Background: an optimization exercise with open tools, aiming at small area and a short achievable clock period. Do not read the settings as production practice.
Where RTL was checked, it was by simulation tests only, not by an equivalence proof against the original.
Function not checked in runs 1 to 5: the RTL went through the layout flow alone.
Power and IR drop assume default switching activity.

==> design/flow/design.v <==
module fadd_align(a, b, x, y, cin, emax, sa, snov);
input [31:0] a, b;
output [23:0] x, y;
output cin;
output [7:0] emax;
output sa;
output snov;
wire [7:0] ea = a[30:23];
wire [7:0] eb = b[30:23];
wire [7:0] g0 = eb & ~ea;
wire [7:0] e0 = ~(ea ^ eb);
wire [3:0] g1, e1;
wire [1:0] g2, e2;
genvar i;
generate for (i = 0; i < 4; i = i + 1) begin : c1
  assign g1[i] = g0[2*i+1] | (e0[2*i+1] & g0[2*i]);
  assign e1[i] = e0[2*i+1] & e0[2*i];
end endgenerate
generate for (i = 0; i < 2; i = i + 1) begin : c2
  assign g2[i] = g1[2*i+1] | (e1[2*i+1] & g1[2*i]);
  assign e2[i] = e1[2*i+1] & e1[2*i];
end endgenerate
wire b_gt = g2[1] | (e2[1] & g2[0]);
wire eq = e2[1] & e2[0];
wire [7:0] dab = ea - eb;
wire [7:0] dba = eb - ea;
wire [7:0] d = b_gt ? dba : dab;
wire [22:0] fl = b_gt ? b[22:0] : a[22:0];
wire [22:0] fs = b_gt ? a[22:0] : b[22:0];
wire sl = b_gt ? b[31] : a[31];
wire ss = b_gt ? a[31] : b[31];
assign emax = b_gt ? eb : ea;
wire [23:0] S = {1'b1, fs} >> d;
wire szero = (d >= 8'd24);
assign cin = ss;
wire [22:0] orp;   
assign orp[0] = fl[0];
generate for (i = 1; i < 23; i = i + 1) begin : po
  assign orp[i] = orp[i-1] | fl[i];
end endgenerate
assign x[0] = fl[0];
assign x[22:1] = fl[22:1] ^ ({22{sl}} & orp[21:0]);
assign x[23] = ~(sl & orp[22]);
assign y = S ^ {24{ss}};
assign snov = eq ? (a[31] ^ b[31]) : sl;
assign sa = (szero & ss) ? snov : a[31];
endmodule
module fadd_sum(x, y, cin, emax, sa, snov, z);
input [23:0] x, y; input cin; input [7:0] emax; input sa, snov; output [31:0] z;
wire [24:0] g0, p0;
assign g0 = {x & y, cin};
assign p0 = {x ^ y, 1'b0};
wire gg0 = g0[1] | (p0[1] & g0[0]);
wire gg1 = g0[3] | (p0[3] & g0[2]);
wire pp1 = p0[3] & p0[2];
wire gg2 = g0[5] | (p0[5] & g0[4]);
wire pp2 = p0[5] & p0[4];
wire gg3 = g0[7] | (p0[7] & g0[6]);
wire pp3 = p0[7] & p0[6];
wire gg4 = g0[9] | (p0[9] & g0[8]);
wire pp4 = p0[9] & p0[8];
wire gg5 = g0[11] | (p0[11] & g0[10]);
wire pp5 = p0[11] & p0[10];
wire gg6 = g0[13] | (p0[13] & g0[12]);
wire pp6 = p0[13] & p0[12];
wire gg7 = g0[15] | (p0[15] & g0[14]);
wire pp7 = p0[15] & p0[14];
wire gg8 = g0[17] | (p0[17] & g0[16]);
wire pp8 = p0[17] & p0[16];
wire gg9 = g0[19] | (p0[19] & g0[18]);
wire pp9 = p0[19] & p0[18];
wire gg10 = g0[21] | (p0[21] & g0[20]);
wire pp10 = p0[21] & p0[20];
wire gg11 = g0[23] | (p0[23] & g0[22]);
wire pp11 = p0[23] & p0[22];
wire gg12 = gg1 | (pp1 & gg0);
wire gg13 = gg3 | (pp3 & gg2);
wire pp13 = pp3 & pp2;
wire gg14 = gg5 | (pp5 & gg4);
wire pp14 = pp5 & pp4;
wire gg15 = gg7 | (pp7 & gg6);
wire pp15 = pp7 & pp6;
wire gg16 = gg9 | (pp9 & gg8);
wire pp16 = pp9 & pp8;
wire gg17 = gg11 | (pp11 & gg10);
wire pp17 = pp11 & pp10;
wire gg18 = gg13 | (pp13 & gg12);
wire gg19 = gg15 | (pp15 & gg14);
wire pp19 = pp15 & pp14;
wire gg20 = gg17 | (pp17 & gg16);
wire pp20 = pp17 & pp16;
wire gg21 = gg19 | (pp19 & gg18);
wire gg22 = gg20 | (pp20 & gg21);
wire gg23 = gg14 | (pp14 & gg18);
wire gg24 = gg16 | (pp16 & gg21);
wire gg25 = gg2 | (pp2 & gg12);
wire gg26 = gg4 | (pp4 & gg18);
wire gg27 = gg6 | (pp6 & gg23);
wire gg28 = gg8 | (pp8 & gg21);
wire gg29 = gg10 | (pp10 & gg24);
wire gg30 = g0[2] | (p0[2] & gg0);
wire gg31 = g0[4] | (p0[4] & gg12);
wire gg32 = g0[6] | (p0[6] & gg25);
wire gg33 = g0[8] | (p0[8] & gg18);
wire gg34 = g0[10] | (p0[10] & gg26);
wire gg35 = g0[12] | (p0[12] & gg23);
wire gg36 = g0[14] | (p0[14] & gg27);
wire gg37 = g0[16] | (p0[16] & gg21);
wire gg38 = g0[18] | (p0[18] & gg28);
wire gg39 = g0[20] | (p0[20] & gg24);
wire gg40 = g0[22] | (p0[22] & gg29);
wire gg41 = g0[24] | (p0[24] & gg22);
wire [22:0] s;
assign s[0] = p0[1] ^ g0[0];
assign s[1] = p0[2] ^ gg0;
assign s[2] = p0[3] ^ gg30;
assign s[3] = p0[4] ^ gg12;
assign s[4] = p0[5] ^ gg31;
assign s[5] = p0[6] ^ gg25;
assign s[6] = p0[7] ^ gg32;
assign s[7] = p0[8] ^ gg18;
assign s[8] = p0[9] ^ gg33;
assign s[9] = p0[10] ^ gg26;
assign s[10] = p0[11] ^ gg34;
assign s[11] = p0[12] ^ gg23;
assign s[12] = p0[13] ^ gg35;
assign s[13] = p0[14] ^ gg27;
assign s[14] = p0[15] ^ gg36;
assign s[15] = p0[16] ^ gg21;
assign s[16] = p0[17] ^ gg37;
assign s[17] = p0[18] ^ gg28;
assign s[18] = p0[19] ^ gg38;
assign s[19] = p0[20] ^ gg24;
assign s[20] = p0[21] ^ gg39;
assign s[21] = p0[22] ^ gg29;
assign s[22] = p0[23] ^ gg40;
wire s24 = gg41;
assign z = {s24 ? sa : snov, emax, s};
endmodule
module float_adder(a, b, z);
input [31:0] a, b;
output [31:0] z;
wire [23:0] x, y;
wire cin, sa, snov;
wire [7:0] emax;
fadd_align u_align(.a(a), .b(b), .x(x), .y(y), .cin(cin), .emax(emax), .sa(sa),
                   .snov(snov));
fadd_sum u_sum(.x(x), .y(y), .cin(cin), .emax(emax), .sa(sa), .snov(snov), .z(z));
endmodule
module fadd_top(clk, a, b, z);
input clk;
input [31:0] a, b;
output [31:0] z;
wire [23:0] x_d, y_d;
wire cin_d, sa_d, snov_d;
wire [7:0] emax_d;
reg [23:0] x_q, y_q;
reg cin_q, sa_q, snov_q;
reg [7:0] emax_q;
fadd_align u_align(.a(a), .b(b), .x(x_d), .y(y_d), .cin(cin_d), .emax(emax_d),
                   .sa(sa_d), .snov(snov_d));
always @(posedge clk) begin
  x_q <= x_d;
  y_q <= y_d;
  cin_q <= cin_d;
  emax_q <= emax_d;
  sa_q <= sa_d;
  snov_q <= snov_d;
end
fadd_sum u_sum(.x(x_q), .y(y_q), .cin(cin_q), .emax(emax_q), .sa(sa_q),
               .snov(snov_q), .z(z));
endmodule
==> design/flow/flow/run.sh <==
#!/bin/bash
# Standard ORFS layout (the standard.sh), with the I/O port buffers made
# from small buf_2 cells instead of the default clkdlybuf4s50_1 delay cells.
set -euo pipefail
export BUFFER_PORTS_ARGS="-buffer_cell sky130_fd_sc_hd__buf_2"
bash standard.sh > standard_flow.log 2>&1
==> design/flow/standard.sh <==
#!/bin/bash
# synth_recipe.tcl (not shown) runs the flow's synth.tcl, then flattens the netlist and writes it again
# the make line also repeats each setting of config.mk as NAME=value (left out here)
make -C /OpenROAD-flow-scripts/flow DESIGN_CONFIG=/design/flow/config.mk WORK_HOME=/design/flow/orfs CLKGATE_MAP_FILE= SYNTH_SCRIPT=/design/flow/synth_recipe.tcl "${@:-finish}"
==> design/flow/config.mk <==
export PLATFORM = sky130hd
export DESIGN_NAME = fadd_top
export DESIGN_NICKNAME = fadd_top
export VERILOG_FILES = /design/flow/design.v
export SDC_FILE = /design/flow/constraint.sdc
export NUM_CORES = 4
export LEC_CHECK = 0
export CAP_MARGIN = 20
export CORE_MARGIN = 2
export CORE_UTILIZATION = 55
export SETUP_SLACK_MARGIN = 3.5
export SLEW_MARGIN = 20
==> design/flow/constraint.sdc <==
create_clock -name core_clock -period 8.5 [get_ports {clk}]
set_input_delay 1.7000 -clock core_clock [delete_from_list [all_inputs] [get_ports {clk}]]
set_output_delay 1.7000 -clock core_clock [all_outputs]
set_load 0.01 [all_outputs]
==> summary.txt, run 1 <==
| Quantity | Reported |
|:---|:---|
| Number of distinct library cell variants in the gate-level netlist after synthesis | 69 |
| Final weighted congestion in routability-driven placement | 0.983 |
| Cell with the most instances after synthesis | sky130_fd_sc_hd__nand2_1 |
| Max frequency | 205 MHz |
| Total congestion overflow after global routing | 0 |
| Async SR Flop Fraction | 0% |
| Clock period minus worst slack | 4.88 ns |
| Total power | 1500 uW |
| Number of instances on the worst hold path | 3 |
| Hold EP | emax_q[6] |
| Beginning of the worst hold path | a[29] |
| Floorplan die height | 108 um |
| Count of state elements after synthesis | 59 |
| Clock Sinks | 59 |
| Clock tree from TritonCTS | built |
| Mapped Area | 5930 um2 |
| Buffer type at the clock tree root | sky130_fd_sc_hd__clkbuf_8 |
| Iteration-0 DRC Markers | 404 |
| Setup repair after global routing missed its margin | true |
| Final Slew Violations | 0 |
| Largest area contributor in the netlist | sky130_fd_sc_hd__dfxtp_1 |
| Kind of capture point of the worst setup path | register |
| Synth warn | 1 |
| Inst Count DP | 866 |
| Max FO, Critical Path | 25 |
| Data arrival time at the worst-slack endpoint | 5.11 ns |
| Number of global-route vias before repair | 5165 |
| Max-Slew Margin vs Limit | 38.3% |
| Number of antenna diodes | 0 |
| Number of cells produced by synthesis | 659 |
| Number of buffers created by CTS | 9 |
| Deepest level of the CTS H-tree | 3 |
| Required time worst endpoint | 8.73 ns |
| Finish-stage setup viols | 0 |
| DRC violations left | 0 |
| Estimated wirelength of the detail-placed design | 12900 um |
| Clock Pin Slew Worst Setup and Hold Paths | 0.07 ns |
| Net count after synthesis | 777 |
| Max_cap viols | 0 |
| Count of flip-flops with a built-in enable after synthesis | 0 |
| Vias | 5429 |
| Total wirelength of the detailed-routed design | 16400 um |
| Final Hold Fails | 0 |
| Share of the synthesized area in the top cell type | 19.9% |
| Post-route cell area | 6800 um2 |
| Filler Cell Count | 889 |
| Clock Path Buffers | 2 |
| Net total in the final layout | 868 |
| Most frequently used flop master after synthesis | sky130_fd_sc_hd__dfxtp_1 |
| VDD IR max | 139 uV |
| Layout cells sized above 1 | 25.1% |
| Via-to-Cell Ratio | 6.10 |
| Final worst-path cycle share | 57.4% |
| Synth Area per Inst | 9.00 um2 |
| Total number of placement rows | 37 |
| Cell family with the largest share of critical-path delay | compound AO/OA/AOI/OAI gates |
| Top cells by area in the synthesized netlist | sky130_fd_sc_hd__dfxtp_1 (20%), sky130_fd_sc_hd__mux2i_1 (9.1%), sky130_fd_sc_hd__ha_1 (8.2%) |
| Crit path kind | primary input to register |
| Drt wl/cell | 18.4 um |
| Setup_tns | 0 ns |
| Global-route wire length before repair | 26100 um |
| Commonest cells in the netlist | sky130_fd_sc_hd__nand2_1 (71), sky130_fd_sc_hd__dfxtp_1 (59), sky130_fd_sc_hd__mux2i_1 (54) |
| Critical path cell sequence | buf_2, inv_1, ha_1, and3_1, o21ai_2, o211a_4, buf_4, mux2i_4, xor2_2, buf_4, mux2_2, o31ai_1, o221ai_1, a311oi_1 |
| Critical path buffer and inverter count | 4 |
| CORE AREA | 10400 um2 |
| Critical Path Max Stage Delay | 0.42 ns |
| Count of port buffers added during placement | 96 |
| I/O pin total | 97 |
| Leakage dissipation | 0.00309 uW |
| Initial core utilization | 57.0% |
| Category of the worst setup path launch point | primary input |
| Hold bufs inserted after CTS | 0 |
| Total global-route track usage | 29.0% |
| DIE AREA | 11600 um2 |
| Placed Area | 6460 um2 |
| Post-route insts no fill | 890 |
| Tightest Pin Transition | 0.925 ns |
| Die outline width | 108 um |
| Most used cell along the critical path | sky130_fd_sc_hd__buf_4 |
| Number of antenna violations at the first check in global routing | 0 |
| Remaining antenna violation count after routing | 0 |
| First-pass iteration count of the detailed router | 6 |
| Power per cell area | 221 nW/um2 |
| Proportion of synthesized chip area in sequential cells | 19.9% |
| Area growth from synthesis to layout | 14.6% |
| Type of the worst min-delay path | primary input to register |
| Largest net degree at the start of global routing | 32 |
| Status | timing/DRC/antenna clean |
| Worst setup path startpoint | a[28] |
| Critical-path cell with the highest stage delay | sky130_fd_sc_hd__mux2_2 |
-- report_power, final --
part	leakage, uW	internal [uW]	switching, uW	total, uW
logic	0.00252	392	527	920
clock network	0.0000795	112	108	220
registers	0.000497	331	30.6	361
total	0.00309	835	666	1500
-- per-layer routing --
metal / vias up / wire length (um) / track usage (%)
li1: 2580 / - / -
met1: 2631 / 7120 / 38.7
met5: - / 0 / 0
met4: 0 / 369 / 8.88
met2: 190 / 7940 / 48.4
met3: 28 / 986 / 4.12
-- cell families (layout without fill, tap and decap cells) --
logic type,Yosys count,in the layout,share of synthesized area [%]
multiplexers,90,90,21.3
flip-flops,59,59,19.9
XOR/XNOR,65,65,9.85
buffers and inverters,65,159,5.65
AND/OR/NAND/NOR,178,178,13.5
AO/OA/AOI/OAI,149,150,16.9
adder cells (fa/ha/maj),53,53,12.9
-- flip-flops by register name, indices dropped and copies added, names as in the netlist --
register	count
emax_q	8
y_q	24
sa_q	1
cin_q	1
snov_q	1
x_q	24
-- area by class of cell --
cell class	count	area, um2	share of cell area, %
multi-input combinational	536	4550	66.9
tap	136	170	2.50
sequential	59	1180	17.4
clock inverter	2	12.5	0.184
inverter	31	116	1.71
clock buffer	13	149	2.19
timing repair buffer	113	619	9.11
-- timing repair --
| action | in CTS | in global routing |
|---|---|---|
| endpoints found under the hold margin | 0 | 0 |
| gates cloned | 1 | 0 |
| gates resized for setup | 9 | 21 |
| pin swaps | 4 | 9 |
| buffers inserted | 1 | 7 |
| endpoints found under the setup margin | 46 | 30 |
-- how the worst max path moves through the flow --
stage	cells after the start	end
floorplan	12	y_q[4]
global route	14	y_q[0]
CTS	12	z[21]
global placement	13	x_q[22]
detailed placement	13	x_q[20]
finish	14	y_q[0]
-- metrics by stage --
| step | setup WS, ns | utilization (%) | hold WS, ns |
|---|---|---|---|
| 2_1_floorplan | 4.00 | - | 1.81 |
| 3_3_place_gp | 2.71 | 62.0 | 1.93 |
| 3_5_place_dp | 2.49 | 62.0 | 1.93 |
| 4_1_cts | 3.46 | 64.0 | 1.57 |
| 5_1_grt | 3.49 | 65.3 | 1.59 |
| 6_report | 3.62 | 65.3 | 1.58 |
-- cell usage in the layout (no fill, tap or decap), types with 5 or more instances in the layout --
| cell | n |
|---|---|
| sky130_fd_sc_hd__xnor2_1 | 34 |
| sky130_fd_sc_hd__fa_1 | 13 |
| sky130_fd_sc_hd__xor2_1 | 29 |
| sky130_fd_sc_hd__nor3_1 | 13 |
| sky130_fd_sc_hd__mux4_2 | 12 |
| sky130_fd_sc_hd__mux2_2 | 9 |
| sky130_fd_sc_hd__and3_1 | 7 |
| sky130_fd_sc_hd__buf_4 | 14 |
| sky130_fd_sc_hd__mux4_1 | 10 |
| sky130_fd_sc_hd__inv_1 | 30 |
| sky130_fd_sc_hd__o21ai_0 | 32 |
| sky130_fd_sc_hd__nand3_1 | 14 |
| sky130_fd_sc_hd__o211ai_1 | 8 |
| sky130_fd_sc_hd__a21o_1 | 14 |
| sky130_fd_sc_hd__dfxtp_1 | 59 |
| sky130_fd_sc_hd__mux2i_1 | 50 |
| sky130_fd_sc_hd__nor2_1 | 46 |
| sky130_fd_sc_hd__o31ai_1 | 5 |
| sky130_fd_sc_hd__a21oi_2 | 5 |
| sky130_fd_sc_hd__a21oi_1 | 35 |
| sky130_fd_sc_hd__clkbuf_8 | 10 |
| sky130_fd_sc_hd__or3_1 | 5 |
| sky130_fd_sc_hd__nand2_1 | 70 |
| sky130_fd_sc_hd__buf_2 | 96 |
| sky130_fd_sc_hd__ha_1 | 38 |
==> inputs of run 2 (changes only) <==
--- a/design/flow/design.v
+++ b/design/flow/design.v
@@ -73,68 +73,92 @@
 wire pp10 = p0[21] & p0[20];
 wire gg11 = g0[23] | (p0[23] & g0[22]);
 wire pp11 = p0[23] & p0[22];
-wire gg12 = gg1 | (pp1 & gg0);
-wire gg13 = gg3 | (pp3 & gg2);
-wire pp13 = pp3 & pp2;
-wire gg14 = gg5 | (pp5 & gg4);
-wire pp14 = pp5 & pp4;
-wire gg15 = gg7 | (pp7 & gg6);
-wire pp15 = pp7 & pp6;
-wire gg16 = gg9 | (pp9 & gg8);
-wire pp16 = pp9 & pp8;
-wire gg17 = gg11 | (pp11 & gg10);
-wire pp17 = pp11 & pp10;
-wire gg18 = gg13 | (pp13 & gg12);
-wire gg19 = gg15 | (pp15 & gg14);
-wire pp19 = pp15 & pp14;
-wire gg20 = gg17 | (pp17 & gg16);
-wire pp20 = pp17 & pp16;
-wire gg21 = gg19 | (pp19 & gg18);
-wire gg22 = gg20 | (pp20 & gg21);
-wire gg23 = gg14 | (pp14 & gg18);
-wire gg24 = gg16 | (pp16 & gg21);
-wire gg25 = gg2 | (pp2 & gg12);
-wire gg26 = gg4 | (pp4 & gg18);
-wire gg27 = gg6 | (pp6 & gg23);
-wire gg28 = gg8 | (pp8 & gg21);
-wire gg29 = gg10 | (pp10 & gg24);
-wire gg30 = g0[2] | (p0[2] & gg0);
-wire gg31 = g0[4] | (p0[4] & gg12);
-wire gg32 = g0[6] | (p0[6] & gg25);
-wire gg33 = g0[8] | (p0[8] & gg18);
-wire gg34 = g0[10] | (p0[10] & gg26);
-wire gg35 = g0[12] | (p0[12] & gg23);
-wire gg36 = g0[14] | (p0[14] & gg27);
-wire gg37 = g0[16] | (p0[16] & gg21);
-wire gg38 = g0[18] | (p0[18] & gg28);
-wire gg39 = g0[20] | (p0[20] & gg24);
-wire gg40 = g0[22] | (p0[22] & gg29);
-wire gg41 = g0[24] | (p0[24] & gg22);
+wire gg12 = g0[2] | (p0[2] & gg0);
+wire gg13 = gg1 | (pp1 & gg0);
+wire gg14 = g0[6] | (p0[6] & gg2);
+wire pp14 = p0[6] & pp2;
+wire gg15 = gg3 | (pp3 & gg2);
+wire pp15 = pp3 & pp2;
+wire gg16 = g0[10] | (p0[10] & gg4);
+wire pp16 = p0[10] & pp4;
+wire gg17 = gg5 | (pp5 & gg4);
+wire pp17 = pp5 & pp4;
+wire gg18 = g0[14] | (p0[14] & gg6);
+wire pp18 = p0[14] & pp6;
+wire gg19 = gg7 | (pp7 & gg6);
+wire pp19 = pp7 & pp6;
+wire gg20 = g0[18] | (p0[18] & gg8);
+wire pp20 = p0[18] & pp8;
+wire gg21 = gg9 | (pp9 & gg8);
+wire pp21 = pp9 & pp8;
+wire gg22 = g0[22] | (p0[22] & gg10);
+wire pp22 = p0[22] & pp10;
+wire gg23 = gg11 | (pp11 & gg10);
+wire pp23 = pp11 & pp10;
+wire gg24 = g0[4] | (p0[4] & gg13);
+wire gg25 = gg2 | (pp2 & gg13);
+wire gg26 = gg14 | (pp14 & gg13);
+wire gg27 = gg15 | (pp15 & gg13);
+wire gg28 = g0[12] | (p0[12] & gg17);
+wire pp28 = p0[12] & pp17;
+wire gg29 = gg6 | (pp6 & gg17);
+wire pp29 = pp6 & pp17;
+wire gg30 = gg18 | (pp18 & gg17);
+wire pp30 = pp18 & pp17;
+wire gg31 = gg19 | (pp19 & gg17);
+wire pp31 = pp19 & pp17;
+wire gg32 = g0[20] | (p0[20] & gg21);
+wire pp32 = p0[20] & pp21;
+wire gg33 = gg10 | (pp10 & gg21);
+wire pp33 = pp10 & pp21;
+wire gg34 = gg22 | (pp22 & gg21);
+wire pp34 = pp22 & pp21;
+wire gg35 = gg23 | (pp23 & gg21);
+wire pp35 = pp23 & pp21;
+wire gg36 = g0[8] | (p0[8] & gg27);
+wire gg37 = gg4 | (pp4 & gg27);
+wire gg38 = gg16 | (pp16 & gg27);
+wire gg39 = gg17 | (pp17 & gg27);
+wire gg40 = gg28 | (pp28 & gg27);
+wire gg41 = gg29 | (pp29 & gg27);
+wire gg42 = gg30 | (pp30 & gg27);
+wire gg43 = gg31 | (pp31 & gg27);
+wire gg44 = g0[24] | (p0[24] & gg35);
+wire pp44 = p0[24] & pp35;
+wire gg45 = g0[16] | (p0[16] & gg43);
+wire gg46 = gg8 | (pp8 & gg43);
+wire gg47 = gg20 | (pp20 & gg43);
+wire gg48 = gg21 | (pp21 & gg43);
+wire gg49 = gg32 | (pp32 & gg43);
+wire gg50 = gg33 | (pp33 & gg43);
+wire gg51 = gg34 | (pp34 & gg43);
+wire gg52 = gg35 | (pp35 & gg43);
+wire gg53 = gg44 | (pp44 & gg43);
 wire [22:0] s;
 assign s[0] = p0[1] ^ g0[0];
 assign s[1] = p0[2] ^ gg0;
-assign s[2] = p0[3] ^ gg30;
-assign s[3] = p0[4] ^ gg12;
-assign s[4] = p0[5] ^ gg31;
+assign s[2] = p0[3] ^ gg12;
+assign s[3] = p0[4] ^ gg13;
+assign s[4] = p0[5] ^ gg24;
 assign s[5] = p0[6] ^ gg25;
-assign s[6] = p0[7] ^ gg32;
-assign s[7] = p0[8] ^ gg18;
-assign s[8] = p0[9] ^ gg33;
-assign s[9] = p0[10] ^ gg26;
-assign s[10] = p0[11] ^ gg34;
-assign s[11] = p0[12] ^ gg23;
-assign s[12] = p0[13] ^ gg35;
-assign s[13] = p0[14] ^ gg27;
-assign s[14] = p0[15] ^ gg36;
-assign s[15] = p0[16] ^ gg21;
-assign s[16] = p0[17] ^ gg37;
-assign s[17] = p0[18] ^ gg28;
-assign s[18] = p0[19] ^ gg38;
-assign s[19] = p0[20] ^ gg24;
-assign s[20] = p0[21] ^ gg39;
-assign s[21] = p0[22] ^ gg29;
-assign s[22] = p0[23] ^ gg40;
-wire s24 = gg41;
+assign s[6] = p0[7] ^ gg26;
+assign s[7] = p0[8] ^ gg27;
+assign s[8] = p0[9] ^ gg36;
+assign s[9] = p0[10] ^ gg37;
+assign s[10] = p0[11] ^ gg38;
+assign s[11] = p0[12] ^ gg39;
+assign s[12] = p0[13] ^ gg40;
+assign s[13] = p0[14] ^ gg41;
+assign s[14] = p0[15] ^ gg42;
+assign s[15] = p0[16] ^ gg43;
+assign s[16] = p0[17] ^ gg45;
+assign s[17] = p0[18] ^ gg46;
+assign s[18] = p0[19] ^ gg47;
+assign s[19] = p0[20] ^ gg48;
+assign s[20] = p0[21] ^ gg49;
+assign s[21] = p0[22] ^ gg50;
+assign s[22] = p0[23] ^ gg51;
+wire s24 = gg53;
 assign z = {s24 ? sa : snov, emax, s};
 endmodule
 module float_adder(a, b, z);
==> summary.txt, run 2 <==
| Quantity | Reported | Change |
|:---|:---|:---|
| Post-route cell area | 6720 um2 | -1.2% |
| Regs by FF count | x_q x24, y_q x24, emax_q x8 |  |
| Async SR Flop Fraction | 0% | unchanged |
| Total congestion overflow after global routing | 0 | unchanged |
| Number of global-route vias before repair | 4916 | -4.8% |
| First-pass iteration count of the detailed router | 4 | -2 |
| Register area | 1180 um2 | unchanged |
| Remaining antenna violation count after routing | 0 | unchanged |
| Drt wl/cell | 17.8 um | -3.7% |
| Via-to-Cell Ratio | 6.05 | -0.83% |
| Share of the synthesized area in the top cell type | 20.8% | +0.88 points |
| Clock Path Buffers | 2 | unchanged |
| Kind of capture point of the worst setup path | primary output |  |
| Final worst-path cycle share | 57.2% | -0.19 points |
| Clock Sinks | 59 | unchanged |
| Data arrival time at the worst-slack endpoint | 3.16 ns | -1.95 ns |
| Placed Area | 6250 um2 | -3.2% |
| Max_cap viols | 0 | unchanged |
| Mapped Area | 5680 um2 | -4.2% |
| Vias | 5372 | -1.0% |
| Status | timing/DRC/antenna clean |  |
| Deepest level of the CTS H-tree | 3 | unchanged |
| Number of antenna violations at the first check in global routing | 0 | unchanged |
| Number of cells produced by synthesis | 651 | -1.2% |
| Clock Pin Slew Worst Setup and Hold Paths | 0.07 ns | about the same |
| Most frequent cells in the layout | sky130_fd_sc_hd__buf_2 (96), sky130_fd_sc_hd__nand2_1 (62), sky130_fd_sc_hd__dfxtp_1 (59) |  |
| Net total in the final layout | 858 | -1.2% |
| Buffer type at the clock tree root | sky130_fd_sc_hd__clkbuf_8 |  |
| Required time worst endpoint | 6.80 ns | -1.93 ns |
| Clock tree from TritonCTS | built |  |
| Area growth from synthesis to layout | 18.2% |  |
| Top cells by area in the synthesized netlist | sky130_fd_sc_hd__dfxtp_1 (21%), sky130_fd_sc_hd__mux2i_1 (10%), sky130_fd_sc_hd__mux4_2 (8.7%) |  |
| Count of port buffers added during placement | 96 | unchanged |
| Synth Area per Inst | 8.73 um2 | -3.1% |
| Iteration-0 DRC Markers | 351 | -13% |
| Total wirelength of the detailed-routed design | 15800 um | -3.9% |
| Floorplan die height | 106 um | -2.1% |
| Hold EP | emax_q[2] |  |
| Max frequency | 206 MHz | +0.33% |
| Filler Cell Count | 864 | -2.8% |
| Largest net degree at the start of global routing | 41 | +28% |
| Most frequently used flop master after synthesis | sky130_fd_sc_hd__dfxtp_1 |  |
| Max-Slew Margin vs Limit | 48.7% | +10 points |
| Total number of placement rows | 37 | unchanged |
| Area occupied by multi-input gates | 4350 um2 | -4.5% |
| Count of state elements after synthesis | 59 | unchanged |
| Synth warn | 1 | unchanged |
| GR Layer Usage met3 | 5.19% | +1.1 points |
| I/O pin total | 97 | unchanged |
| Type of the worst min-delay path | primary input to register |  |
| Leakage dissipation | 0.00301 uW | -2.6% |
| DIE AREA | 11200 um2 | -4.1% |
| Commonest cells in the netlist | sky130_fd_sc_hd__nand2_1 (63), sky130_fd_sc_hd__dfxtp_1 (59), sky130_fd_sc_hd__mux2i_1 (58) |  |
| Beginning of the worst hold path | a[25] |  |
| Global routing met1 resource utilization | 38.6% | -0.15 points |
| Number of buffers created by CTS | 9 | unchanged |
| Crit path kind | register to primary output |  |
| Initial core utilization | 55.8% | -1.2 points |
| Number of distinct library cell variants in the gate-level netlist after synthesis | 65 | -5.8% |
| Final weighted congestion in routability-driven placement | 0.922 | -6.1% |
| Estimated wirelength of the detail-placed design | 11800 um | -8.3% |
| Global routing met2 resource utilization | 46.6% | -1.8 points |
| Global-route wire length before repair | 24900 um | -4.6% |
| Category of the worst setup path launch point | register |  |
| Clock period minus worst slack | 4.86 ns | -0.0159 ns |
| Die outline width | 106 um | -2.1% |
| DRC violations left | 0 | unchanged |
| Layout cells sized above 1 | 25.1% | +0.067 points |
| Power per cell area | 231 nW/um2 | +4.7% |
| Final Slew Violations | 0 | unchanged |
| Number of instances on the worst hold path | 3 | unchanged |
| Number of antenna diodes | 0 | unchanged |
| Finish-stage setup viols | 0 | unchanged |
| Setup_tns | 0 ns | unchanged |
| Proportion of synthesized chip area in sequential cells | 20.8% | +0.88 points |
| Final Hold Fails | 0 | unchanged |
| CORE AREA | 10200 um2 | -2.2% |
| Total global-route track usage | 28.3% | -0.67 points |
| Largest area contributor in the netlist | sky130_fd_sc_hd__dfxtp_1 |  |
| VDD IR max | 125 uV | -10% |
| Count of flip-flops with a built-in enable after synthesis | 0 | unchanged |
| Setup repair after global routing missed its margin | true |  |
| Cell with the most instances after synthesis | sky130_fd_sc_hd__nand2_1 |  |
| Final core utilization | 65.9% | +0.67 points |
| Net count after synthesis | 762 | -1.9% |
| Worst hold slack | 1.56 ns | -0.0194 ns |
| Top Usage Layer GRT | met2 |  |
| Max FO, Critical Path | 3 | -88% |
| Tightest Pin Transition | 0.767 ns | -0.158 ns |
| Leading cell type in the layout, fill and taps excluded | sky130_fd_sc_hd__buf_2 |  |
run 2: cell count changes after synthesis, sizes merged, moves of 5 or more:
cell and change:
a21o -9, a21oi -5, a31oi +6, fa -7
mux2 -5, nand2 -8, nor2 -6, nor3 +13
nor3b +5, o211ai -5, xnor2 +14, xor2 -9
run 2: worst max-delay path, stage by stage (launching register included):
cell	delay (ns)
sky130_fd_sc_hd__dfxtp_1	0.40
sky130_fd_sc_hd__ha_1	0.25
sky130_fd_sc_hd__nor2b_1	0.12
sky130_fd_sc_hd__o21ai_1	0.17
sky130_fd_sc_hd__a21boi_1	0.11
sky130_fd_sc_hd__o211ai_1	0.39
sky130_fd_sc_hd__nand2_2	0.18
sky130_fd_sc_hd__a221oi_2	0.30
sky130_fd_sc_hd__inv_1	0.11
sky130_fd_sc_hd__fa_1	0.45
sky130_fd_sc_hd__xor2_1	0.18
sky130_fd_sc_hd__buf_2	0.15
run 2: through the flow:
| stage | total power, uW | std cells | setup WS (ns) |
|---|---|---|---|
| 2_1_floorplan | 970 | 651 | 3.98 |
| 3_3_place_gp | 1190 | 856 | 2.70 |
| 3_5_place_dp | 1210 | 857 | 2.55 |
| 4_1_cts | 1530 | 881 | 3.41 |
| 5_1_grt | 1660 | 888 | 3.44 |
| 6_report | 1550 | 888 | 3.64 |
run 2: worst max path at each step:
stage,depth (start not counted),end,start,slack [ns]
floorplan,14,x_q[20],a[28],3.98
global placement,14,y_q[4],a[28],2.70
detailed placement,14,y_q[2],a[28],2.55
CTS,11,z[16],y_q[1],3.41
global route,11,z[16],y_q[1],3.44
finish,11,z[16],y_q[1],3.64
run 2: cell type report:
type                    instances  share of cell area (%)
clock inverters                 6                    1.32
inverters                      32                    1.79
multi-input cells             529                    64.7
repair buffers                116                    9.99
clock buffers                  10                    2.05
well taps                     136                    2.53
flip-flops and latches         59                    17.6
run 2: power by group:
group | switching, uW | internal (uW) | leakage (uW)
sequential | 25.0 | 329 | 0.000497
combinational | 514 | 387 | 0.00241
clock | 124 | 173 | 0.000108
run 2: cells by family after synthesis:
logic type                 after synthesis  share of synthesized area [%]
DFF                                     59                           20.8
xor gates and xnor gates                70                           11.1
muxes                                   87                           20.4
and+or+nand+nor                        178                           14.5
buffers and inverters                   66                           5.42
adders and majority gates               46                           11.1
AOI/OAI and AO/OA                      145                           16.7
run 2: repair_timing:
| action | 4_1_cts | 5_1_grt |
|---|---|---|
| hold buffers | 0 | 0 |
| endpoints found under the setup margin | 35 | 16 |
| pin swaps | 4 | 6 |
| gates resized for setup | 9 | 15 |
| cloned | 3 | 0 |
| buffers inserted | 5 | 7 |
run 2: metal layers:
metal	part of all wire, %	vias to the layer above
met5	0	-
met4	1.2	0
met3	6.9	18
met2	48	223
met1	44	2572
li1	-	2559
==> inputs of run 3 (changes only) <==
--- a/design/flow/config.mk
+++ b/design/flow/config.mk
@@ -7,6 +7,6 @@
 export LEC_CHECK = 0
 export CAP_MARGIN = 20
 export CORE_MARGIN = 2
-export CORE_UTILIZATION = 55
+export CORE_UTILIZATION = 70
 export SETUP_SLACK_MARGIN = 3.5
 export SLEW_MARGIN = 20
==> summary.txt, run 3 <==
| Quantity | Reported | Change |
|:---|:---|:---|
| Drt wl/cell | 19.3 um | +8.7% |
| Total global-route track usage | 37.2% | +8.9 points |
| Finish-stage setup viols | 0 | unchanged |
| Net load switching power | 673 uW | +1.6% |
| Power per cell area | 228 nW/um2 | -1.5% |
| Cell with the most instances after synthesis | sky130_fd_sc_hd__nand2_1 |  |
| Global-route wire length before repair | 25700 um | +3.4% |
| Worst hold slack | 1.57 ns | +0.00289 ns |
| Critical path cell sequence | buf_2, inv_1, ha_1, a21oi_1, o21a_1, o211a_4, mux2i_2, xor2_4, nand2_1, or3_1, a31oi_1, xnor2_1 |  |
| Inst Count DP | 822 | -4.1% |
| Data arrival time at the worst-slack endpoint | 5.11 ns | +1.95 ns |
| Final core utilization | 83.8% | +18 points |
| Kind of capture point of the worst setup path | register |  |
| Number of cells produced by synthesis | 651 | unchanged |
| Clock Pin Slew Worst Setup and Hold Paths | 0.07 ns | about the same |
| Critical-path cell with the highest stage delay | sky130_fd_sc_hd__mux2i_2 |  |
| Clock Sinks | 59 | unchanged |
| Clock tree from TritonCTS | built |  |
| Layout cells sized above 1 | 24.4% | -0.74 points |
| Total congestion overflow after global routing | 0 | unchanged |
| Max_cap viols | 0 | unchanged |
| Most frequently used flop master after synthesis | sky130_fd_sc_hd__dfxtp_1 |  |
| Net count after synthesis | 762 | unchanged |
| Count of port buffers added during placement | 96 | unchanged |
| Via-to-Cell Ratio | 6.64 | +9.7% |
| Status | timing/DRC/antenna clean |  |
| CORE AREA | 7810 um2 | -23% |
| First-pass iteration count of the detailed router | 6 | +2 |
| Remaining antenna violation count after routing | 0 | unchanged |
| Top cells by area in the synthesized netlist | sky130_fd_sc_hd__dfxtp_1 (21%), sky130_fd_sc_hd__mux2i_1 (10%), sky130_fd_sc_hd__mux4_2 (8.7%) |  |
| Category of the worst setup path launch point | primary input |  |
| Max-Slew Margin vs Limit | 55.4% | +6.7 points |
| Clock period minus worst slack | 4.89 ns | +0.0271 ns |
| Iteration-0 DRC Markers | 588 | +68% |
| Largest area contributor in the netlist | sky130_fd_sc_hd__dfxtp_1 |  |
| Largest net degree at the start of global routing | 31 | -24% |
| I/O pin total | 97 | unchanged |
| Critical Path Max Stage Delay | 0.57 ns | +0.12 ns |
| Proportion of synthesized chip area in sequential cells | 20.8% | unchanged |
| Critical path buffer and inverter count | 2 | unchanged |
| Tightest Pin Transition | 0.665 ns | -0.102 ns |
| Relative contribution of the clock network to total power | 15.3% | -3.8 points |
| Fraction of power consumed by sequential logic | 23.9% | +1.1 points |
| Setup repair after global routing missed its margin | true |  |
| Mapped Area | 5680 um2 | unchanged |
| Deepest level of the CTS H-tree | 3 | unchanged |
| Final Slew Violations | 0 | unchanged |
| Number of global-route vias before repair | 5184 | +5.5% |
| Most frequent cells in the layout | sky130_fd_sc_hd__buf_2 (96), sky130_fd_sc_hd__nand2_1 (62), sky130_fd_sc_hd__dfxtp_1 (59) |  |
| Number of buffers created by CTS | 9 | unchanged |
| Synth warn | 1 | unchanged |
| Max frequency | 205 MHz | -0.55% |
| Async SR Flop Fraction | 0% | unchanged |
| Area growth from synthesis to layout | 15.1% |  |
| Regs by FF count | x_q x24, y_q x24, emax_q x8 |  |
| Number of antenna violations at the first check in global routing | 1 | +1 |
| Total power | 1490 uW | -4.1% |
| Number of antenna diodes | 0 | unchanged |
| Count of state elements after synthesis | 59 | unchanged |
| Synth Area per Inst | 8.73 um2 | unchanged |
| Total wirelength of the detailed-routed design | 16400 um | +3.8% |
| Internal Dissipation | 816 uW | -8.3% |
| Final worst-path cycle share | 57.5% | +0.32 points |
| Setup_tns | 0 ns | unchanged |
| Required time worst endpoint | 8.72 ns | +1.92 ns |
| Buffer type at the clock tree root | sky130_fd_sc_hd__clkbuf_8 |  |
| Net switching fraction of the power | 45.2% | +2.5 points |
| Total number of placement rows | 32 | -14% |
| Type of the worst min-delay path | primary input to register |  |
| Share of the synthesized area in the top cell type | 20.8% | unchanged |
| Max FO, Critical Path | 12 | +9 |
| Cell family with the largest share of critical-path delay | compound AO/OA/AOI/OAI gates |  |
| Clock Path Buffers | 2 | unchanged |
| Estimated wirelength of the detail-placed design | 12300 um | +4.1% |
| Hold bufs inserted after CTS | 0 | unchanged |
| Floorplan die height | 94.1 um | -11% |
| Final weighted congestion in routability-driven placement | 0.959 | +3.9% |
| DRC violations left | 0 | unchanged |
| Vias | 5630 | +4.8% |
| Filler Cell Count | 493 | -43% |
| Leading cell type in the layout, fill and taps excluded | sky130_fd_sc_hd__buf_2 |  |
| Combinational power share | 60.8% | +2.7 points |
| Die outline width | 94.1 um | -11% |
| Crit path kind | primary input to register |  |
| Post-route insts no fill | 848 | -4.5% |
| Count of flip-flops with a built-in enable after synthesis | 0 | unchanged |
| Number of distinct library cell variants in the gate-level netlist after synthesis | 65 | unchanged |
| Final Hold Fails | 0 | unchanged |
| Commonest cells in the netlist | sky130_fd_sc_hd__nand2_1 (63), sky130_fd_sc_hd__dfxtp_1 (59), sky130_fd_sc_hd__mux2i_1 (58) |  |
| Initial core utilization | 72.8% | +17 points |
| VDD IR max | 126 uV | +1.2% |
| Leakage dissipation | 0.00294 uW | -2.2% |
| DIE AREA | 8850 um2 | -21% |
| Net total in the final layout | 852 | -0.70% |
==> run 3: logic make-up after synthesis <==
| family | count (synthesis) | synth area share, % |
|---|---|---|
| AO/OA/AOI/OAI | 145 | 16.7 |
| XOR/XNOR | 70 | 11.1 |
| adder cells (fa/ha/maj) | 46 | 11.1 |
| AND/OR/NAND/NOR | 178 | 14.5 |
| buffers and inverters | 66 | 5.42 |
| flip-flops | 59 | 20.8 |
| multiplexers | 87 | 20.4 |
==> run 3: metrics by stage <==
stage / cell area (um2) / setup slack (ns)
2_1_floorplan: 5680 / 3.98
3_3_place_gp: 6170 / 2.66
3_5_place_dp: 6170 / 2.52
4_1_cts: 6410 / 3.44
5_1_grt: 6540 / 3.45
6_report: 6540 / 3.61
==> run 3: layer usage <==
metal | routed length, um | GRT usage (%) | vias up
li1 | - | - | 2555
met1 | 6340 | 48.1 | 2646
met2 | 7930 | 62.3 | 360
met3 | 1510 | 7.30 | 69
met4 | 604 | 12.6 | 0
met5 | 0 | 0 | -
==> run 3: area by class of cell <==
cell class / count / area [um2] / area share [%]
clock inverter: 7 / 45.0 / 0.689
sequential: 59 / 1180 / 18.1
clock buffer: 9 / 124 / 1.89
timing repair buffer: 110 / 604 / 9.24
inverter: 32 / 120 / 1.84
tap: 102 / 128 / 1.95
multi-input combinational: 529 / 4340 / 66.3
==> run 3: power groups by stage <==
stage                     Combinational (uW)  Sequential [uW]  Clock, uW
after floorplan                          616              354          0
after global placement                   814              357          0
after detailed placement                 847              361          0
after CTS                                859              355        228
after global routing                     985              360        242
final                                    906              356        227
==> run 3: final timing paths <==
path,startpoint,to,depth (start not counted)
worst max-delay path,a[24],y_q[7],12
worst min-delay path,b[30],emax_q[7],3
==> run 3: repair_timing <==
item                       in CTS  in global routing
buffers inserted                3                  3
pin swaps                       2                  5
gates cloned                    2                  1
setup endpoints to repair      35                 25
gates resized for setup         4                 18
==> inputs of run 4 (changes only) <==
--- a/design/flow/config.mk
+++ b/design/flow/config.mk
@@ -7,6 +7,6 @@
 export LEC_CHECK = 0
 export CAP_MARGIN = 20
 export CORE_MARGIN = 2
-export CORE_UTILIZATION = 70
+export CORE_UTILIZATION = 85
 export SETUP_SLACK_MARGIN = 3.5
 export SLEW_MARGIN = 20
==> summary.txt, run 4 <==
| Quantity | Reported | Change |
|:---|:---|:---|
| Status | aborted with a tool error |  |
| Failing step | global placement |  |
| First error in the log | [ERROR GPL-0301] Utilization 100.210 % exceeds 100%. |  |
| Number of distinct library cell variants in the gate-level netlist after synthesis | 65 | unchanged |
| Proportion of synthesized chip area in sequential cells | 20.8% | unchanged |
| Basic-gate share of the synthesized area counting and, or, nand and nor cells | 14.5% | unchanged |
| Most frequently used flop master after synthesis | sky130_fd_sc_hd__dfxtp_1 |  |
| Share of the synthesized area in the top cell type | 20.8% | unchanged |
| I/O pin total | 97 | unchanged |
| Adder-cell area share of the yosys netlist | 11.1% | unchanged |
| Combinational family with the most area after synthesis | multiplexers |  |
| Count of state elements after synthesis | 59 | unchanged |
| Number of cells produced by synthesis | 651 | unchanged |
| Mapped Area | 5680 um2 | unchanged |
| Floorplan die height | 85.8 um | -8.9% |
| Synth Area per Inst | 8.73 um2 | unchanged |
| Net count after synthesis | 762 | unchanged |
| Initial core utilization | 88.5% | +16 points |
| Compound-cell area share of the yosys netlist | 16.7% | unchanged |
| Top cells by area in the synthesized netlist | sky130_fd_sc_hd__dfxtp_1 (21%), sky130_fd_sc_hd__mux2i_1 (10%), sky130_fd_sc_hd__mux4_2 (8.7%) |  |
| Total number of placement rows | 29 | -9.4% |
| Cell with the most instances after synthesis | sky130_fd_sc_hd__nand2_1 |  |
| Portion of netlist area occupied by mux cells | 20.4% | unchanged |
| Commonest cells in the netlist | sky130_fd_sc_hd__nand2_1 (63), sky130_fd_sc_hd__dfxtp_1 (59), sky130_fd_sc_hd__mux2i_1 (58) |  |
| Die outline width | 85.8 um | -8.9% |
| Area share of xor/xnor cells in the synthesized design | 11.1% | unchanged |
| Synth warn | 1 | unchanged |
| Count of port buffers added during placement | 96 | unchanged |
| Largest area contributor in the netlist | sky130_fd_sc_hd__dfxtp_1 |  |
| Async SR Flop Fraction | 0% | unchanged |
| Count of flip-flops with a built-in enable after synthesis | 0 | unchanged |
[run 4: cell counts after synthesis]
No cell type changed its count.
[run 4: cell families after synthesis]
family,count (synthesis)
AOI/OAI and AO/OA,145
xor gates and xnor gates,70
adders and majority gates,46
buffers and inverters,66
DFF,59
muxes,87
and+or+nand+nor,178
==> inputs of run 5 (changes only) <==
--- a/design/flow/config.mk
+++ b/design/flow/config.mk
@@ -7,6 +7,6 @@
 export LEC_CHECK = 0
 export CAP_MARGIN = 20
 export CORE_MARGIN = 2
-export CORE_UTILIZATION = 85
-export SETUP_SLACK_MARGIN = 3.5
+export CORE_UTILIZATION = 55
+export SETUP_SLACK_MARGIN = 3.8
 export SLEW_MARGIN = 20
==> summary.txt, run 5 <==
| Quantity | Reported | Change |
|:---|:---|:---|
| Initial core utilization | 55.8% | -33 points |
| Finish-stage setup viols | 0 |  |
| Floorplan die height | 106 um | +23% |
| First-pass iteration count of the detailed router | 5 |  |
| Max FO, Critical Path | 3 |  |
| Combinational power share | 60.7% |  |
| End of the critical path | z[31] |  |
| Net load switching power | 698 uW |  |
| Max-Slew Margin vs Limit | 55.5% |  |
| Clock tree from TritonCTS | built |  |
| I/O pin total | 97 | unchanged |
| Net switching fraction of the power | 42.0% |  |
| Total number of placement rows | 37 | +28% |
| GR Layer Usage met3 | 5.07% |  |
| Clock Pin Slew Worst Setup and Hold Paths | 0.07 ns |  |
| Buffer type at the clock tree root | sky130_fd_sc_hd__clkbuf_8 |  |
| Final weighted congestion in routability-driven placement | 0.922 |  |
| Largest area contributor in the netlist | sky130_fd_sc_hd__dfxtp_1 |  |
| Remaining antenna violation count after routing | 0 |  |
| Net count after synthesis | 762 | unchanged |
| Power per cell area | 237 nW/um2 |  |
| Count of port buffers added during placement | 96 | unchanged |
| CORE AREA | 10200 um2 |  |
| Area occupied by multi-input gates | 4460 um2 |  |
| Worst setup path startpoint | x_q[1] |  |
| Final worst-path cycle share | 55.5% |  |
| Max_cap viols | 0 |  |
| DIE AREA | 11200 um2 |  |
| Critical-path cell with the highest stage delay | sky130_fd_sc_hd__dfxtp_4 |  |
| Cell with the most instances after synthesis | sky130_fd_sc_hd__nand2_1 |  |
| Area growth from synthesis to layout | 23.7% |  |
| Deepest level of the CTS H-tree | 3 |  |
| Mapped Area | 5680 um2 | unchanged |
| Category of the worst setup path launch point | register |  |
| Most frequent cells in the layout | sky130_fd_sc_hd__buf_2 (94), sky130_fd_sc_hd__nand2_1 (62), sky130_fd_sc_hd__dfxtp_1 (56) |  |
| Die outline width | 106 um | +23% |
| Register area | 1190 um2 |  |
| Required time worst endpoint | 6.80 ns |  |
| Top cells by area in the synthesized netlist | sky130_fd_sc_hd__dfxtp_1 (21%), sky130_fd_sc_hd__mux2i_1 (10%), sky130_fd_sc_hd__mux4_2 (8.7%) |  |
| Async SR Flop Fraction | 0% | unchanged |
| Critical path cell sequence | ha_4, nor2b_4, o21ai_2, a21boi_2, o211ai_1, a211oi_2, o2111ai_1, nand3b_1, buf_6, a311o_1, o311ai_1, buf_2 |  |
| DRC violations left | 0 |  |
| Clock Path Buffers | 2 |  |
| Post-route cell area | 7030 um2 |  |
| Count of flip-flops with a built-in enable after synthesis | 0 | unchanged |
| Synth warn | 1 | unchanged |
| Type of the worst min-delay path | primary input to register |  |
| Number of antenna diodes | 0 |  |
| Drt wl/cell | 17.8 um |  |
| Vias | 5426 |  |
| Global routing met1 resource utilization | 39.1% |  |
| Proportion of synthesized chip area in sequential cells | 20.8% | unchanged |
| Commonest cells in the netlist | sky130_fd_sc_hd__nand2_1 (63), sky130_fd_sc_hd__dfxtp_1 (59), sky130_fd_sc_hd__mux2i_1 (58) |  |
| Number of antenna violations at the first check in global routing | 0 |  |
| Estimated wirelength of the detail-placed design | 11800 um |  |
| Tightest Pin Transition | 0.664 ns |  |
| Post-route insts no fill | 905 |  |
| Fraction of power consumed by sequential logic | 21.5% |  |
| VDD IR max | 143 uV |  |
| Total global-route track usage | 28.8% |  |
| Share of the synthesized area in the top cell type | 20.8% | unchanged |
| Status | timing/DRC/antenna clean |  |
| Count of state elements after synthesis | 59 | unchanged |
| Critical Path Max Stage Delay | 0.36 ns |  |
| Global routing met2 resource utilization | 47.4% |  |
| Data arrival time at the worst-slack endpoint | 3.02 ns |  |
| Max frequency | 212 MHz |  |
| Kind of capture point of the worst setup path | primary output |  |
| Final Hold Fails | 0 |  |
| Leading cell type in the layout, fill and taps excluded | sky130_fd_sc_hd__buf_2 |  |
| Synth Area per Inst | 8.73 um2 | unchanged |
| Number of global-route vias before repair | 5001 |  |
| Crit path kind | register to primary output |  |
| Inst Count DP | 857 |  |
| Clock period minus worst slack | 4.72 ns |  |
| Most frequently used flop master after synthesis | sky130_fd_sc_hd__dfxtp_1 |  |
| Top Usage Layer GRT | met2 |  |
| Final Slew Violations | 0 |  |
| Relative contribution of the clock network to total power | 17.9% |  |
| Total power | 1660 uW |  |
| Layout cells sized above 1 | 29.9% |  |
| Regs by FF count | x_q x24, y_q x24, emax_q x8 |  |
| Setup_tns | 0 ns |  |
| Setup repair after global routing missed its margin | true |  |
| Largest net degree at the start of global routing | 41 |  |
| Total wirelength of the detailed-routed design | 16100 um |  |
| Filler Cell Count | 810 |  |
| Placed Area | 6250 um2 |  |
| Iteration-0 DRC Markers | 443 |  |
| Clock Sinks | 59 |  |
| Number of cells produced by synthesis | 651 | unchanged |
| Internal Dissipation | 965 uW |  |
| Via-to-Cell Ratio | 6.00 |  |
| Net total in the final layout | 875 |  |
| Number of buffers created by CTS | 9 |  |
| Global-route wire length before repair | 25400 um |  |
| Number of distinct library cell variants in the gate-level netlist after synthesis | 65 | unchanged |
| Total congestion overflow after global routing | 0 |  |
| Leakage dissipation | 0.00313 uW |  |
| Worst hold slack | 1.56 ns |  |
## run 5: cell counts after synthesis
Identical to the previous run, type by type.
## run 5: cells by family (layout without fill, tap and decap cells)
group,Yosys count,count (layout),share of synthesized area [%]
AND/OR/NAND/NOR,178,178,14.5
AO/OA/AOI/OAI,145,147,16.7
XOR/XNOR,70,71,11.1
buffers and inverters,66,181,5.42
flip-flops,59,59,20.8
multiplexers,87,87,20.4
adder cells (fa/ha/maj),46,46,11.1
## run 5: what timing repair did
action | 4_1_cts | 5_1_grt
pin swaps | 18 | 16
cloned | 3 | 1
buffers inserted | 18 | 10
hold buffers | 0 | 0
hold endpoints to repair | 0 | 0
setup endpoints to repair | 47 | 45
resized for setup | 35 | 33
## run 5: metal layers
layer / up-vias / share of wire, %
met5: - / 0
met4: 0 / 1.4
met3: 21 / 6.1
met2: 224 / 48
met1: 2592 / 44
li1: 2589 / -
## run 5: critical path, delay by kind of cell (launching register included)
kind	cells	cell delay (ns)
flops	1	0.36
simple gates	2	0.39
compound gates	7	1.28
fa+ha+maj	1	0.23
buf+inv	2	0.38
## run 5: worst min-delay path by stage
stage / end / start / cells past startpoint / slack, ns
2_1_floorplan: emax_q[0] / a[23] / 2 / 1.81
3_3_place_gp: emax_q[7] / b[30] / 3 / 1.92
3_5_place_dp: emax_q[7] / b[30] / 3 / 1.93
4_1_cts: emax_q[2] / a[25] / 3 / 1.55
5_1_grt: emax_q[7] / b[30] / 3 / 1.58
6_report: emax_q[2] / a[25] / 3 / 1.56
## run 5: through the flow
| step | utilization [%] | setup slack [ns] |
|---|---|---|
| after floorplan | - | 3.98 |
| after global placement | 61.1 | 2.70 |
| after detailed placement | 61.4 | 2.55 |
| after CTS | 66.6 | 3.70 |
| after global routing | 69.0 | 3.59 |
| final | 69.0 | 3.78 |
## run 5: area by class of cell
type	instances	area share (%)
Inverter	32	1.71
Timing Repair Buffer	133	12.2
Sequential cell	59	16.9
Tap cell	136	2.42
Clock inverter	6	1.26
Multi-Input combinational cell	529	63.5
Clock buffer	10	1.96
## run 5: power by group through the flow
stage               logic [uW]  clock network [uW]  registers (uW)
finish                    1010                 297             357
global route              1090                 311             362
CTS                        923                 303             357
detailed placement         847                   0             361
global placement           828                   0             359
floorplan                  616                   0             354
==> inputs of run 6 (changes only) <==
--- a/design/flow/design.v
+++ b/design/flow/design.v
@@ -30,7 +30,14 @@
 wire sl = b_gt ? b[31] : a[31];
 wire ss = b_gt ? a[31] : b[31];
 assign emax = b_gt ? eb : ea;
-wire [23:0] S = {1'b1, fs} >> d;
+wire big = |d[7:5];
+wire [23:0] m0 = {1'b1, fs};
+wire [23:0] t0 = d[0] ? {1'd0, m0[23:1]} : m0;
+wire [23:0] t1 = d[1] ? {2'd0, t0[23:2]} : t0;
+wire [23:0] t2 = d[2] ? {4'd0, t1[23:4]} : t1;
+wire [23:0] t3 = d[3] ? {8'd0, t2[23:8]} : t2;
+wire [23:0] t4 = d[4] ? {16'd0, t3[23:16]} : t3;
+wire [23:0] S = big ? 24'd0 : t4;
 wire szero = (d >= 8'd24);
 assign cin = ss;
 wire [22:0] orp;   
--- a/design/flow/config.mk
+++ b/design/flow/config.mk
@@ -7,6 +7,6 @@
 export LEC_CHECK = 0
 export CAP_MARGIN = 20
 export CORE_MARGIN = 2
-export CORE_UTILIZATION = 55
-export SETUP_SLACK_MARGIN = 3.8
+export CORE_UTILIZATION = 70
+export SETUP_SLACK_MARGIN = 3.5
 export SLEW_MARGIN = 20
==> summary.txt, run 6 <==
| Quantity | Reported | Change |
|:---|:---|:---|
| Status | timing/DRC/antenna clean |  |
| Max-Slew Margin vs Limit | 36.4% | -19 points |
| Tightest Pin Transition | 0.953 ns | +0.289 ns |
| Setup_tns | 0 ns | unchanged |
| Clock Sinks | 59 | unchanged |
| Final worst-path cycle share | 58.6% | +3.1 points |
| Share of the synthesized area in the top cell type | 21.7% | +0.94 points |
| Number of antenna violations at the first check in global routing | 0 | unchanged |
| Largest area contributor in the netlist | sky130_fd_sc_hd__dfxtp_1 |  |
| Global-route wire length before repair | 24500 um | -3.3% |
| Most frequent cells in the layout | sky130_fd_sc_hd__buf_2 (96), sky130_fd_sc_hd__nand2_1 (60), sky130_fd_sc_hd__dfxtp_1 (59) |  |
| Estimated wirelength of the detail-placed design | 11000 um | -7.1% |
| Number of cells produced by synthesis | 614 | -5.7% |
| Total global-route track usage | 36.6% | +7.8 points |
| Filler Cell Count | 509 | -37% |
| Smallest setup slack after layout | 3.52 ns | -0.262 ns |
| Floorplan die height | 92.1 um | -13% |
| Leading cell type in the layout, fill and taps excluded | sky130_fd_sc_hd__buf_2 |  |
| Net count after synthesis | 725 | -4.9% |
| Vias | 5255 | -3.2% |
| Type of the worst min-delay path | primary input to register |  |
| Placed Area | 5940 um2 | -4.9% |
| Setup repair after global routing missed its margin | true |  |
| Worst hold slack | 1.59 ns | +0.0250 ns |
| Register area | 1180 um2 | -0.74% |
| Largest net degree at the start of global routing | 26 | -37% |
| VDD IR max | 143 uV | +0.58% |
| Async SR Flop Fraction | 0% | unchanged |
| Proportion of synthesized chip area in sequential cells | 21.7% | +0.94 points |
| Final Slew Violations | 0 | unchanged |
| Synth warn | 1 | unchanged |
| Remaining antenna violation count after routing | 0 | unchanged |
| Data arrival time at the worst-slack endpoint | 5.24 ns | +2.22 ns |
| Top cells by area in the synthesized netlist | sky130_fd_sc_hd__dfxtp_1 (22%), sky130_fd_sc_hd__mux2i_1 (10%), sky130_fd_sc_hd__mux4_2 (9.9%) |  |
| Count of flip-flops with a built-in enable after synthesis | 0 | unchanged |
| Cell with the most instances after synthesis | sky130_fd_sc_hd__nand2_1 |  |
| Clock Pin Slew Worst Setup and Hold Paths | 0.07 ns | about the same |
| Leakage dissipation | 0.00285 uW | -8.9% |
| Commonest cells in the netlist | sky130_fd_sc_hd__nand2_1 (61), sky130_fd_sc_hd__dfxtp_1 (59), sky130_fd_sc_hd__mux2i_1 (56) |  |
| CORE AREA | 7610 um2 | -25% |
| Drt wl/cell | 19.0 um | +6.4% |
| Inst Count DP | 786 | -8.3% |
| Number of buffers created by CTS | 9 | unchanged |
| Area growth from synthesis to layout | 17.1% |  |
| Post-route cell area | 6360 um2 | -9.5% |
| Count of port buffers added during placement | 96 | unchanged |
| Clock Path Buffers | 2 | unchanged |
| I/O pin total | 97 | unchanged |
| DIE AREA | 8490 um2 | -24% |
| Clock tree from TritonCTS | built |  |
| Kind of capture point of the worst setup path | register |  |
| DRC violations left | 0 | unchanged |
| Finish-stage setup viols | 0 | unchanged |
| Power per cell area | 238 nW/um2 | +0.44% |
| Area occupied by multi-input gates | 4180 um2 | -6.5% |
| Buffer type at the clock tree root | sky130_fd_sc_hd__clkbuf_8 |  |
| Total number of placement rows | 32 | -14% |
| Number of global-route vias before repair | 5120 | +2.4% |
| Total congestion overflow after global routing | 0 | unchanged |
| Via-to-Cell Ratio | 6.47 | +7.9% |
| Deepest level of the CTS H-tree | 3 | unchanged |
| Category of the worst setup path launch point | primary input |  |
| Die outline width | 92.1 um | -13% |
| Max frequency | 201 MHz | -5.3% |
| Mapped Area | 5440 um2 | -4.3% |
| Number of distinct library cell variants in the gate-level netlist after synthesis | 55 | -15% |
| Iteration-0 DRC Markers | 500 | +13% |
| Layout cells sized above 1 | 25.9% | -4.0 points |
| DP Worst Slack | 2.52 ns | -0.0259 ns |
| Number of antenna diodes | 0 | unchanged |
| Required time worst endpoint | 8.76 ns | +1.96 ns |
| Most frequently used flop master after synthesis | sky130_fd_sc_hd__dfxtp_1 |  |
| Regs by FF count | x_q x24, y_q x24, emax_q x8 |  |
| Final weighted congestion in routability-driven placement | 0.981 | +6.3% |
| First-pass iteration count of the detailed router | 6 | +1 |
| Crit path kind | primary input to register |  |
| Synth Area per Inst | 8.85 um2 | +1.4% |
| Final Hold Fails | 0 | unchanged |
| Net total in the final layout | 816 | -6.7% |
| Clock period minus worst slack | 4.98 ns | +0.262 ns |
| Count of state elements after synthesis | 59 | unchanged |
| Max_cap viols | 0 | unchanged |
| Post-route insts no fill | 812 | -10% |
| Initial core utilization | 71.4% | +16 points |
| Max FO, Critical Path | 15 | +12 |
| Total wirelength of the detailed-routed design | 15400 um | -4.5% |
-- run 6: changes by cell type after synthesis, moves of 4 or more --
| cell | before | now |
|---|---|---|
| sky130_fd_sc_hd__and2_1 | 6 | 0 |
| sky130_fd_sc_hd__nand3_1 | 12 | 8 |
| sky130_fd_sc_hd__nor2b_1 | 3 | 9 |
| sky130_fd_sc_hd__inv_1 | 32 | 27 |
| sky130_fd_sc_hd__nand2b_1 | 3 | 7 |
| sky130_fd_sc_hd__nor3b_1 | 5 | 1 |
| sky130_fd_sc_hd__nor3_1 | 26 | 16 |
| sky130_fd_sc_hd__a41o_1 | 4 | 0 |
| sky130_fd_sc_hd__or3_1 | 3 | 9 |
| sky130_fd_sc_hd__a31oi_1 | 8 | 4 |
-- run 6: worst paths after layout --
check             startpoint         to  slack [ns]  depth (start not counted)
setup / recovery       a[24]     y_q[1]        3.52                         14
hold / removal         a[25]  emax_q[2]        1.59                          3
-- run 6: cell type report --
type                       count  area share (%)
inverter                      28            1.65
clock buffer                  11            2.22
timing repair buffer         107            9.11
multi-input combinational    500            65.6
sequential                    59            18.6
clock inverter                 5           0.826
tap                          102            2.01
-- run 6: critical path: stages --
cell	delay (ns)
sky130_fd_sc_hd__buf_2	0.13
sky130_fd_sc_hd__inv_1	0.09
sky130_fd_sc_hd__ha_1	0.35
sky130_fd_sc_hd__a21oi_1	0.35
sky130_fd_sc_hd__o21ai_4	0.15
sky130_fd_sc_hd__a21oi_4	0.29
sky130_fd_sc_hd__buf_4	0.22
sky130_fd_sc_hd__mux2i_4	0.61
sky130_fd_sc_hd__nand2b_1	0.21
sky130_fd_sc_hd__o21ai_0	0.21
sky130_fd_sc_hd__mux2i_1	0.36
sky130_fd_sc_hd__a32oi_1	0.11
sky130_fd_sc_hd__nor3_1	0.26
sky130_fd_sc_hd__xnor2_1	0.17
-- run 6: per-layer routing --
metal	share of wire [%]	up-vias	global-route usage, %
li1	-	2394	-
met1	39	2477	45.6
met2	50	342	63.1
met3	9.0	42	7.72
met4	2.5	0	12.7
met5	0	-	0
-- run 6: power by group --
| group | switching, uW | internal (uW) | total (uW) | leakage [uW] |
|---|---|---|---|---|
| combinational | 508 | 384 | 893 | 0.00225 |
| sequential | 26.2 | 331 | 357 | 0.000497 |
| clock | 120 | 142 | 262 | 0.0000991 |
| total | 655 | 857 | 1510 | 0.00285 |
-- run 6: kinds of logic after synthesis --
kind of cell	after synthesis	share of synthesized area [%]
and+or+nand+nor	170	14.6
AOI/OAI and AO/OA	125	14.0
muxes	86	21.8
xor gates and xnor gates	70	11.4
DFF	59	21.7
buffers and inverters	58	4.97
adders and majority gates	46	11.6
-- run 6: per-stage QoR --
step                      power [uW]  utilization, %
after CTS                       1490            82.5
after global routing            1600            83.6
after floorplan                  955               -
final                           1510            83.6
after global placement          1160            78.1
after detailed placement        1190            78.1
-- run 6: repair_timing --
item | CTS | global route
hold endpoints to repair | 0 | 0
setup buffers | 3 | 4
pin swaps | 3 | 1
gates cloned | 3 | 0
gates resized for setup | 17 | 9
endpoints found under the setup margin | 48 | 30
hold buffers | 0 | 0
==> inputs of run 7 (changes only) <==
--- a/design/flow/config.mk
+++ b/design/flow/config.mk
@@ -7,6 +7,6 @@
 export LEC_CHECK = 0
 export CAP_MARGIN = 20
 export CORE_MARGIN = 2
-export CORE_UTILIZATION = 70
+export CORE_UTILIZATION = 55
 export SETUP_SLACK_MARGIN = 3.5
 export SLEW_MARGIN = 20
==> summary.txt, run 7 <==
| Quantity | Reported | Change |
|:---|:---|:---|
| Number of buffers created by CTS | 9 | unchanged |
| CORE AREA | 9680 um2 | +27% |
| Max frequency | 204 MHz | +1.6% |
| Remaining antenna violation count after routing | 0 | unchanged |
| Final weighted congestion in routability-driven placement | 0.946 | -3.5% |
| Type of the worst min-delay path | primary input to register |  |
| Number of cells produced by synthesis | 614 | unchanged |
| Most frequent cells in the layout | sky130_fd_sc_hd__buf_2 (96), sky130_fd_sc_hd__nand2_1 (60), sky130_fd_sc_hd__dfxtp_1 (57) |  |
| Count of state elements after synthesis | 59 | unchanged |
| Initial core utilization | 56.1% | -15 points |
| Total congestion overflow after global routing | 0 | unchanged |
| Top cells by area in the synthesized netlist | sky130_fd_sc_hd__dfxtp_1 (22%), sky130_fd_sc_hd__mux2i_1 (10%), sky130_fd_sc_hd__mux4_2 (9.9%) |  |
| Post-route insts no fill | 846 | +4.2% |
| Status | timing/DRC/antenna clean |  |
| Total number of placement rows | 36 | +13% |
| Floorplan die height | 103 um | +12% |
| Beginning of the worst hold path | b[30] |  |
| Count of port buffers added during placement | 96 | unchanged |
| Global-route wire length before repair | 22500 um | -8.3% |
| DIE AREA | 10700 um2 | +26% |
| Synth Area per Inst | 8.85 um2 | unchanged |
| Async SR Flop Fraction | 0% | unchanged |
| Finish-stage setup viols | 0 | unchanged |
| VDD IR max | 134 uV | -6.3% |
| Leakage dissipation | 0.00289 uW | +1.5% |
| Total wirelength of the detailed-routed design | 14500 um | -6.1% |
| Buffer type at the clock tree root | sky130_fd_sc_hd__clkbuf_8 |  |
| Required time worst endpoint | 6.80 ns | -1.96 ns |
| Max FO, Critical Path | 3 | -12 |
| Register area | 1190 um2 | +0.42% |
| DRC violations left | 0 | unchanged |
| Clock Pin Slew Worst Setup and Hold Paths | 0.07 ns | about the same |
| Net count after synthesis | 725 | unchanged |
| Number of global-route vias before repair | 4608 | -10% |
| Mapped Area | 5440 um2 | unchanged |
| Synth warn | 1 | unchanged |
| Deepest level of the CTS H-tree | 3 | unchanged |
| Vias | 4923 | -6.3% |
| Net total in the final layout | 819 | +0.37% |
| Cell with the most instances after synthesis | sky130_fd_sc_hd__nand2_1 |  |
| Leading cell type in the layout, fill and taps excluded | sky130_fd_sc_hd__buf_2 |  |
| Max-Slew Margin vs Limit | 34.2% | -2.1 points |
| DP Worst Slack | 2.59 ns | +0.0678 ns |
| Category of the worst setup path launch point | register |  |
| Drt wl/cell | 17.1 um | -9.9% |
| Layout cells sized above 1 | 26.2% | +0.31 points |
| Die outline width | 103 um | +12% |
| Total global-route track usage | 27.6% | -9.0 points |
| Clock tree from TritonCTS | built |  |
## run 7: changes by cell type in the layout (fill, tap and decap cells not counted), moves of 2 or more
cell                        before  now
sky130_fd_sc_hd__buf_4           9   13
sky130_fd_sc_hd__bufinv_16       1    3
sky130_fd_sc_hd__clkbuf_8       10   12
sky130_fd_sc_hd__clkinv_2        3    1
sky130_fd_sc_hd__dfxtp_1        59   57
sky130_fd_sc_hd__mux2i_1        52   54
sky130_fd_sc_hd__mux2i_4         4    2
sky130_fd_sc_hd__o21ai_0        39   37
sky130_fd_sc_hd__o21ai_1         0    2
## run 7: timing repair
item / in CTS / in global routing
buffers inserted: 5 / 2
endpoints found under the setup margin: 38 / 29
hold buffers: 0 / 0
resized for setup: 12 / 15
cloned: 2 / 0
pin swaps: 3 / 11
## run 7: critical path, stage by stage, from the launching register on
cell and delay, ns:
sky130_fd_sc_hd__dfxtp_4 0.37, sky130_fd_sc_hd__ha_4 0.20, sky130_fd_sc_hd__nor2b_1 0.12, sky130_fd_sc_hd__o21a_1 0.20
sky130_fd_sc_hd__o21ai_2 0.19, sky130_fd_sc_hd__a32oi_2 0.17, sky130_fd_sc_hd__a211oi_2 0.33, sky130_fd_sc_hd__nor3_4 0.09
sky130_fd_sc_hd__or3_4 0.44, sky130_fd_sc_hd__a211o_1 0.34, sky130_fd_sc_hd__a21oi_2 0.15, sky130_fd_sc_hd__xnor2_1 0.12
sky130_fd_sc_hd__buf_2 0.14
## run 7: layout make-up
class                   count  share of cell area [%]
clock buffers              12                    2.56
clock inverters             4                    1.47
inverters                  28                    1.63
multi-input cells         499                    64.0
flip-flops and latches     59                    18.4
well taps                 133                    2.57
repair buffers            111                    9.43
## run 7: layer usage
| metal | global-route usage [%] | vias to the layer above | wire length [um] |
|---|---|---|---|
| met4 | 9.82 | 0 | 246 |
| li1 | - | 2389 | - |
| met5 | 0 | - | 0 |
| met1 | 36.5 | 2332 | 6460 |
| met3 | 4.10 | 20 | 913 |
| met2 | 46.1 | 182 | 6860 |
## run 7: metrics by stage
| stage | area (um2) | util, % |
|---|---|---|
| 6_report | 6460 | 66.7 |
| 5_1_grt | 6460 | 66.7 |
| 4_1_cts | 6380 | 65.8 |
| 3_5_place_dp | 6010 | 62.0 |
| 3_3_place_gp | 6010 | 62.0 |
| 2_1_floorplan | 5440 | - |
## run 7: logic make-up (layout without fill, tap and decap cells)
group                    after synthesis  count (layout)  synth area share (%)
AO/OA/AOI/OAI                        125             126                  14.0
XOR/XNOR                              70              70                  11.4
adder cells (fa/ha/maj)               46              46                  11.6
buffers and inverters                 58             155                  4.97
flip-flops                            59              59                  21.7
multiplexers                          86              87                  21.8
AND/OR/NAND/NOR                      170             170                  14.6
## run 7: worst max path at each step
stage          slack [ns]     end  startpoint  cells after the start
5_1_grt              3.46   z[20]      x_q[1]                     12
3_3_place_gp         2.61  y_q[4]       a[26]                     13
2_1_floorplan        4.07  y_q[0]       a[28]                     15
6_report             3.60   z[20]      y_q[1]                     12
3_5_place_dp         2.59  y_q[4]       a[26]                     13
4_1_cts              3.51   z[20]      y_q[1]                     12
## run 7: power breakdown
group / switching (uW) / internal (uW) / leakage, uW
Sequential: 26.0 / 331 / 0.000498
Clock: 119 / 218 / 0.000133
Combinational: 490 / 386 / 0.00226
Total: 635 / 936 / 0.00289
